Background: an optimization exercise with open tools, aiming at small area and a short achievable clock period. Do not read the settings as production practice.
In this exercise RTL edits were held to simulation tests only and were not proved equivalent to the original.
Power figures rest on the tool's default switching activity, not on a simulated workload.

==> 06-25 <==
Design ALU2, start of the top module:
module ALU2 (
    input  logic clk,
    input  logic reset,
    input  logic [31:0] A, B,
    input  logic [3:0] op,
    output logic [31:0] Y
);
==> flow/config.mk <==
export PLATFORM = sky130hd
export DESIGN_NAME = ALU2
export DESIGN_NICKNAME = ALU2
export VERILOG_FILES = /design/flow/design.v
export SDC_FILE = /design/flow/constraint.sdc
export NUM_CORES = 4
export LEC_CHECK = 0
export ABC_AREA = 1
export CAP_MARGIN = 20
export CORE_MARGIN = 2
export CORE_UTILIZATION = 55
export PLACE_DENSITY = 0.7
export SLEW_MARGIN = 20
export SYNTH_HIERARCHICAL = 1
export SYNTH_MINIMUM_KEEP_SIZE = 0
==> flow/constraint.sdc <==
create_clock -name core_clock -period 75.0 [get_ports {clk}]
set_input_delay 15.0000 -clock core_clock [delete_from_list [all_inputs] [get_ports {clk}]]
set_output_delay 15.0000 -clock core_clock [all_outputs]
set_load 0.01 [all_outputs]
standard.sh (not shown) runs the stock make flow with config.mk's settings and CLKGATE_MAP_FILE= SYNTH_SCRIPT=/design/flow/synth_recipe.tcl, a recipe that flattens the netlist after the stock synthesis.
==> flow/flow/run.sh <==
#!/bin/bash
set -euo pipefail
R=$PWD/orfs/results/sky130hd/ALU2/base
bash standard.sh $R/1_2_yosys.v > synth_flow.log 2>&1
python3 flow/ha2xor.py $R/1_2_yosys.v > ha2xor.log 2>&1
bash standard.sh SETUP_SLACK_MARGIN=33 finish > layout_flow.log 2>&1
==> flow/flow/ha2xor.py <==
#!/usr/bin/env python3
"""Replace each sky130 half adder whose carry output drives nothing with an
XOR2 cell (same function on the used output, a third less area).
usage: ha2xor.py NETLIST.v   (edited in place)"""
import re, sys
p = sys.argv[1]
t = open(p).read()
inst = re.compile(r'(  sky130_fd_sc_hd__ha_1 (\S+) \(\n\s*\.A\(([^)]*)\),\n\s*\.B\(([^)]*)\),\n\s*\.COUT\(([^)]*)\),\n\s*\.SUM\(([^)]*)\)\n\s*\);)')
# count every use of every net name in pin connections / assigns
uses = {}
for m in re.finditer(r'\.\w+\(([^()]*)\)', t):
    n = m.group(1).strip()
    uses[n] = uses.get(n, 0) + 1
for m in re.finditer(r'assign\s+([^=]+)=([^;]+);', t):
    for n in re.findall(r'[\\\w$.\[\]:]+ ?', m.group(0)):
        n = n.strip()
        uses[n] = uses.get(n, 0) + 1
cnt = 0
def rep(m):
    global cnt
    whole, name, a, b, co, s = m.groups()
    co = co.strip()
    if co == '' or uses.get(co, 0) <= 1:
        cnt += 1
        return f"  sky130_fd_sc_hd__xor2_1 {name} (\n    .A({a}),\n    .B({b}),\n    .X({s})\n  );"
    return whole
t2 = inst.sub(rep, t)
open(p, 'w').write(t2)
print(f"ha2xor: replaced {cnt} half adders")
==> 07-13 (differences from 06-25) <==
==> flow/run.sh (new file) <==
#!/bin/bash
# synth_recipe.tcl (not shown) runs the flow's synth.tcl, then flattens the netlist and writes it again
# the make line also repeats each setting of config.mk as NAME=value (left out here)
make -C /OpenROAD-flow-scripts/flow DESIGN_CONFIG=/design/flow/config.mk WORK_HOME=/design/flow/orfs CLKGATE_MAP_FILE= SYNTH_SCRIPT=/design/flow/synth_recipe.tcl finish
removed: flow/flow/run.sh
removed: flow/flow/ha2xor.py
removed: flow/standard.sh
==> run summary <==
- Register-to-register slack: 07-13 is lower than 06-25 (12 ns).
- Against 07-13, the via count of 06-25 is larger by 3.2%.
- Against 06-25, the design area of 07-13 is lower by 3.5%.
- Of 06-25 and 07-13, 06-25 has the higher cell count (gap 2.1%, measured against 07-13).
- Clock power: 07-13 is lower than 06-25 (7.0%).
- 06-25 went through all stages and came out clean. 07-13 finished clean.
- Sequential share of layout area: 06-25 is lower than 07-13 (0.16 points).
- Synthesized cell count is the same in 07-13 and 06-25.
- Against 06-25, the first-iteration DRC count of 07-13 is smaller by 3.7%.
- In 06-25 the critical path depth is lower than in 07-13, by 106.
- Of 06-25 and 07-13, 07-13 has the higher hold slack (gap 0.13 ns).
- Clock skew: 06-25 is higher than 07-13 (0.00097 ns).

========
==> run P: inputs <==
Another version of the RTL of ALU2 (not shown whole).
Design ALU2, start of the top module:
module ALU2 (
    input  logic clk,
    input  logic reset,
    input  logic [31:0] A, B,
    input  logic [3:0] op,
    output logic [31:0] Y
);
clock: 75.0 ns
lec_check: 0
abc_area: 1
cap_margin: 20
core_margin: 2
core_utilization: 65
place_density: 0.75
slew_margin: 20
synth_hierarchical: 1
synth_minimum_keep_size: 0
==> flow/flow/run.sh <==
#!/bin/bash
set -euo pipefail
R=$PWD/orfs/results/sky130hd/ALU2/base
bash standard.sh $R/1_2_yosys.v > synth_flow.log 2>&1
python3 flow/ha2xor.py $R/1_2_yosys.v > ha2xor.log 2>&1
bash standard.sh "BUFFER_PORTS_ARGS=-buffer_cell sky130_fd_sc_hd__buf_1" SETUP_SLACK_MARGIN=43 finish > layout_flow.log 2>&1
==> flow/flow/ha2xor.py <==
#!/usr/bin/env python3
"""Replace each sky130 half adder whose carry output drives nothing with an
XOR2 cell (same function on the used output, a third less area).
usage: ha2xor.py NETLIST.v   (edited in place)"""
import re, sys
p = sys.argv[1]
t = open(p).read()
inst = re.compile(r'(  sky130_fd_sc_hd__ha_1 (\S+) \(\n\s*\.A\(([^)]*)\),\n\s*\.B\(([^)]*)\),\n\s*\.COUT\(([^)]*)\),\n\s*\.SUM\(([^)]*)\)\n\s*\);)')
# count every use of every net name in pin connections / assigns
uses = {}
for m in re.finditer(r'\.\w+\(([^()]*)\)', t):
    n = m.group(1).strip()
    uses[n] = uses.get(n, 0) + 1
for m in re.finditer(r'assign\s+([^=]+)=([^;]+);', t):
    for n in re.findall(r'[\\\w$.\[\]:]+ ?', m.group(0)):
        n = n.strip()
        uses[n] = uses.get(n, 0) + 1
cnt = 0
def rep(m):
    global cnt
    whole, name, a, b, co, s = m.groups()
    co = co.strip()
    if co == '' or uses.get(co, 0) <= 1:
        cnt += 1
        return f"  sky130_fd_sc_hd__xor2_1 {name} (\n    .A({a}),\n    .B({b}),\n    .X({s})\n  );"
    return whole
t2 = inst.sub(rep, t)
open(p, 'w').write(t2)
print(f"ha2xor: replaced {cnt} half adders")
==> run X (differences from run P) <==
CORE_UTILIZATION = 70   (was 65)
PLACE_DENSITY = 0.8   (was 0.75)
==> run A (differences from run P) <==
==> flow/flow/run.sh (replaced) <==
#!/bin/bash
set -euo pipefail
R=$PWD/orfs/results/sky130hd/ALU2/base
bash standard.sh $R/1_2_yosys.v > synth_flow.log 2>&1
python3 flow/ha2xor.py $R/1_2_yosys.v > ha2xor.log 2>&1
bash standard.sh "BUFFER_PORTS_ARGS=-buffer_cell sky130_fd_sc_hd__buf_1" SETUP_SLACK_MARGIN=44 finish > layout_flow.log 2>&1
==> qor summary <==
| item | run A | run X | run P |
|---|---|---|---|
| Clock input transition at the sequential cells of the worst setup and hold paths | 0.09 ns | 0.09 ns | 0.10 ns |
| Total length of routed met2 wires | 107 mm | 103 mm | 106 mm |
| Area of the die | 0.0986 mm2 | 0.0916 mm2 | 0.0986 mm2 |
| Global-route usage over all layers | 51.8% | 56.9% | 51.8% |
| Multi-input gate area | 0.0556 mm2 | 0.0544 mm2 | 0.0546 mm2 |
| Power in combinational cells | 1.60 mW | 1.72 mW | 1.61 mW |
| Routed wire length | 262 mm | 263 mm | 260 mm |
| Fraction of area in registers | 5.92% | 6.08% | 6.06% |
| M3 GR Usage | 22.0% | 31.4% | 21.9% |
| Status | finished clean | finished clean | finished clean |
| Reg2Reg Setup Slack | 46.34 ns | 44.34 ns | 46.28 ns |
| Highest clock frequency the design can meet | 32.4 MHz | 31.8 MHz | 32.0 MHz |
| Max stage delay on crit path | 0.39 ns | 0.46 ns | 0.39 ns |
| Buffers plus inverters on the worst setup path | 17 | 11 | 11 |
| Clock share of power | 5.5% | 5.3% | 5.5% |
| Met1 capacity usage during global routing | 57.9% | 61.3% | 58.3% |
| Vias in the first global route | 63600 | 65100 | 63200 |
| Clk cell area share | 0.856% | 0.898% | 0.877% |

========
==> indigo <==
ALU2 again, from the RTL that the note above started with.
clock: 75.0 ns
lec_check: 0
abc_area: 1
cap_margin: 20
core_margin: 2
core_utilization: 65
place_density: 0.75
slew_margin: 20
synth_hierarchical: 1
synth_minimum_keep_size: 0
==> flow/flow/run.sh <==
#!/bin/bash
set -euo pipefail
R=$PWD/orfs/results/sky130hd/ALU2/base
bash standard.sh $R/1_2_yosys.v > synth_flow.log 2>&1
python3 flow/ha2xor.py $R/1_2_yosys.v > ha2xor.log 2>&1
bash standard.sh "BUFFER_PORTS_ARGS=-buffer_cell sky130_fd_sc_hd__buf_1" SETUP_SLACK_MARGIN=45 finish > layout_flow.log 2>&1
Scripts as last shown in full above: flow/flow/ha2xor.py
==> inputs of amber, as changes to indigo <==
==> flow/flow/run.sh (replaced) <==
#!/bin/bash
set -euo pipefail
R=$PWD/orfs/results/sky130hd/ALU2/base
bash standard.sh $R/1_2_yosys.v > synth_flow.log 2>&1
python3 flow/ha2xor.py $R/1_2_yosys.v > ha2xor.log 2>&1
bash standard.sh "BUFFER_PORTS_ARGS=-buffer_cell sky130_fd_sc_hd__buf_1" SETUP_SLACK_MARGIN=43 finish > layout_flow.log 2>&1
Settings changed: ABC_AREA 1 to 0.
==> inputs of fjord, as changes to indigo <==
==> flow/flow/run.sh (replaced) <==
#!/bin/bash
set -euo pipefail
R=$PWD/orfs/results/sky130hd/ALU2/base
bash standard.sh $R/1_2_yosys.v > synth_flow.log 2>&1
python3 flow/ha2xor.py $R/1_2_yosys.v > ha2xor.log 2>&1
bash standard.sh "BUFFER_PORTS_ARGS=-buffer_cell sky130_fd_sc_hd__buf_1" SETUP_SLACK_MARGIN=41 finish > layout_flow.log 2>&1
==> impl_metrics.json <==
{
  "outcome": "complete, no violations",
  "clock_area_share_pct": 0.8313,
  "synth_fp_nets": 10520,
  "syn_area_per_cell_sq_um": 6.943,
  "n_all_inverters": 1057,
  "antenna_cells": 25,
  "multi_input_area_share_pct": 80.67,
  "worstPathArrival_ns": 30.82,
  "buf_share_pct": 4.567,
  "endpoint": "regR[22]$_DFF_PP0_",
  "seq_share_pct": 5.774,
  "finalCritPeriodShare_pct": 40.46,
  "tightest_slew_ns": 1.209,
  "powerDensity_mw_per_mm2": 26.61
}
The numbers above come from indigo.

==> impl_metrics.json <==
{
  "antenna_cells": 14,
  "clkLatencyLatePin_ns": 0.53,
  "powerDensity_mw_per_mm2": 27.60,
  "endpoint": "regR[24]$_DFF_PP0_",
  "outcome": "complete, no violations",
  "synth_fp_nets": 8728,
  "worstPathArrival_ns": 33.92,
  "tightest_slew_ns": 1.270,
  "buf_share_pct": 5.237,
  "nNetsFinal": 9075,
  "seq_share_pct": 5.856,
  "n_all_inverters": 265,
  "clock_area_share_pct": 0.9012,
  "rows": 112,
  "syn_area_per_cell_sq_um": 8.539,
  "multi_input_area_share_pct": 84.16
}
The numbers above come from amber.

==> impl_metrics.json <==
{
  "met1Wirelength_um": 87900,
  "worstPathArrival_ns": 33.24,
  "n_all_inverters": 1055,
  "tightest_slew_ns": 1.213,
  "clock_area_share_pct": 0.8922,
  "antenna_cells": 29,
  "multi_input_area_sq_mm": 0.05384,
  "multi_input_area_share_pct": 82.03,
  "path_max_fanout": 10,
  "outcome": "complete, no violations",
  "syn_area_per_cell_sq_um": 6.943,
  "endpoint": "regR[17]$_DFF_PP0_",
  "buf_share_pct": 2.280,
  "powerDensity_mw_per_mm2": 27.25,
  "finalCritPeriodShare_pct": 43.74,
  "p_clk_mw": 0.100,
  "nNonClkBuffers": 245,
  "final_cell_mix": "nand2_1, nor2_1, inv_1"
}
The numbers above come from fjord.


========
==> harbor: inputs <==
ALU2, a different RTL version from the one above (not shown whole).
clock: 75.0 ns
lec_check: 0
abc_area: 1
cap_margin: 20
core_margin: 2
core_utilization: 55
place_density: 0.7
slew_margin: 20
synth_hierarchical: 1
synth_minimum_keep_size: 0
==> flow/flow/run.sh <==
#!/bin/bash
set -euo pipefail
R=$PWD/orfs/results/sky130hd/ALU2/base
bash standard.sh $R/1_2_yosys.v > synth_flow.log 2>&1
python3 flow/ha2xor.py $R/1_2_yosys.v > ha2xor.log 2>&1
bash standard.sh SETUP_SLACK_MARGIN=33 finish > layout_flow.log 2>&1
Scripts as last shown in full above: flow/flow/ha2xor.py
==> ember (differences from harbor) <==
==> flow/flow/run.sh (replaced) <==
#!/bin/bash
set -euo pipefail
bash standard.sh SETUP_SLACK_MARGIN=38 finish > standard_flow.log 2>&1
removed: flow/flow/ha2xor.py
==> willow (differences from harbor) <==
==> flow/flow/run.sh (replaced) <==
#!/bin/bash
set -euo pipefail
bash standard.sh SETUP_SLACK_MARGIN=33 finish > standard_flow.log 2>&1
removed: flow/flow/ha2xor.py
==> nickel (differences from harbor) <==
==> flow/flow/run.sh (replaced) <==
#!/bin/bash
set -euo pipefail
bash standard.sh SETUP_SLACK_MARGIN=30 finish > standard_flow.log 2>&1
removed: flow/flow/ha2xor.py
==> run summary <==
harbor finished clean. ember finished with capacitance limit, slew limit left. willow completed with no timing, DRC or antenna violations. nickel went through all stages and came out clean. Synthesized cell count is the same in harbor and ember. Against ember, the fmax of willow is larger by about 1.1%. Count of clock-buffer cells in the layout: harbor is lower than nickel (1). Critical path depth, lowest first: nickel, ember, willow, harbor.

## what the ideal ports hide
The flow's constraints put no driver on any port. The routed layouts listed below were extracted and timed again, unchanged, in two steps.
Step 1: set_driving_cell puts a clkbuf_16 on clk and a buf_2 on each other input, an assumption about the parent block.
Step 2 adds t to the input delays and takes it off the output delays; t is the mean of the earliest and latest rising clock arrival at the registers after step 1. Input paths then give back, and output paths get back, about the clock's delay inside the block.
a / b / c = ideal ports / drivers / drivers and shift; a / b = the first two.
| run | t, ns | setup slack, ns | cell pins on the clock port's net |
|---|---|---|---|
| 06-25 | 0.591 | 34.886 / 34.936 / 34.345 | 1 |
| 07-13 | 0.582 | 23.371 / 23.371 / 23.371 | 1 |
| run P | 0.599 | 43.757 / 43.747 / 43.148 | 1 |
| run X | 0.616 | 43.508 / 43.557 / 42.941 | 1 |
| run A | 0.595 | 44.180 / 44.134 / 43.539 | 1 |
| indigo | 0.625 | 44.656 / 44.682 / 44.056 | 1 |
| amber | 0.585 | 41.478 / 41.485 / 40.899 | 1 |
| fjord | 0.601 | 42.197 / 42.194 / 41.593 | 1 |
| harbor | 0.536 | 34.851 / 34.889 / 34.353 | 1 |
| ember | 0.522 | 34.327 / 34.360 / 33.837 | 1 |
| willow | 0.516 | 34.780 / 34.815 / 34.298 | 1 |
| nickel | 0.516 | 32.801 / 32.834 / 32.317 | 1 |
The setup slack of run A, which loses most, moves by -0.046 ns with the drivers and by -0.641 ns with both steps.
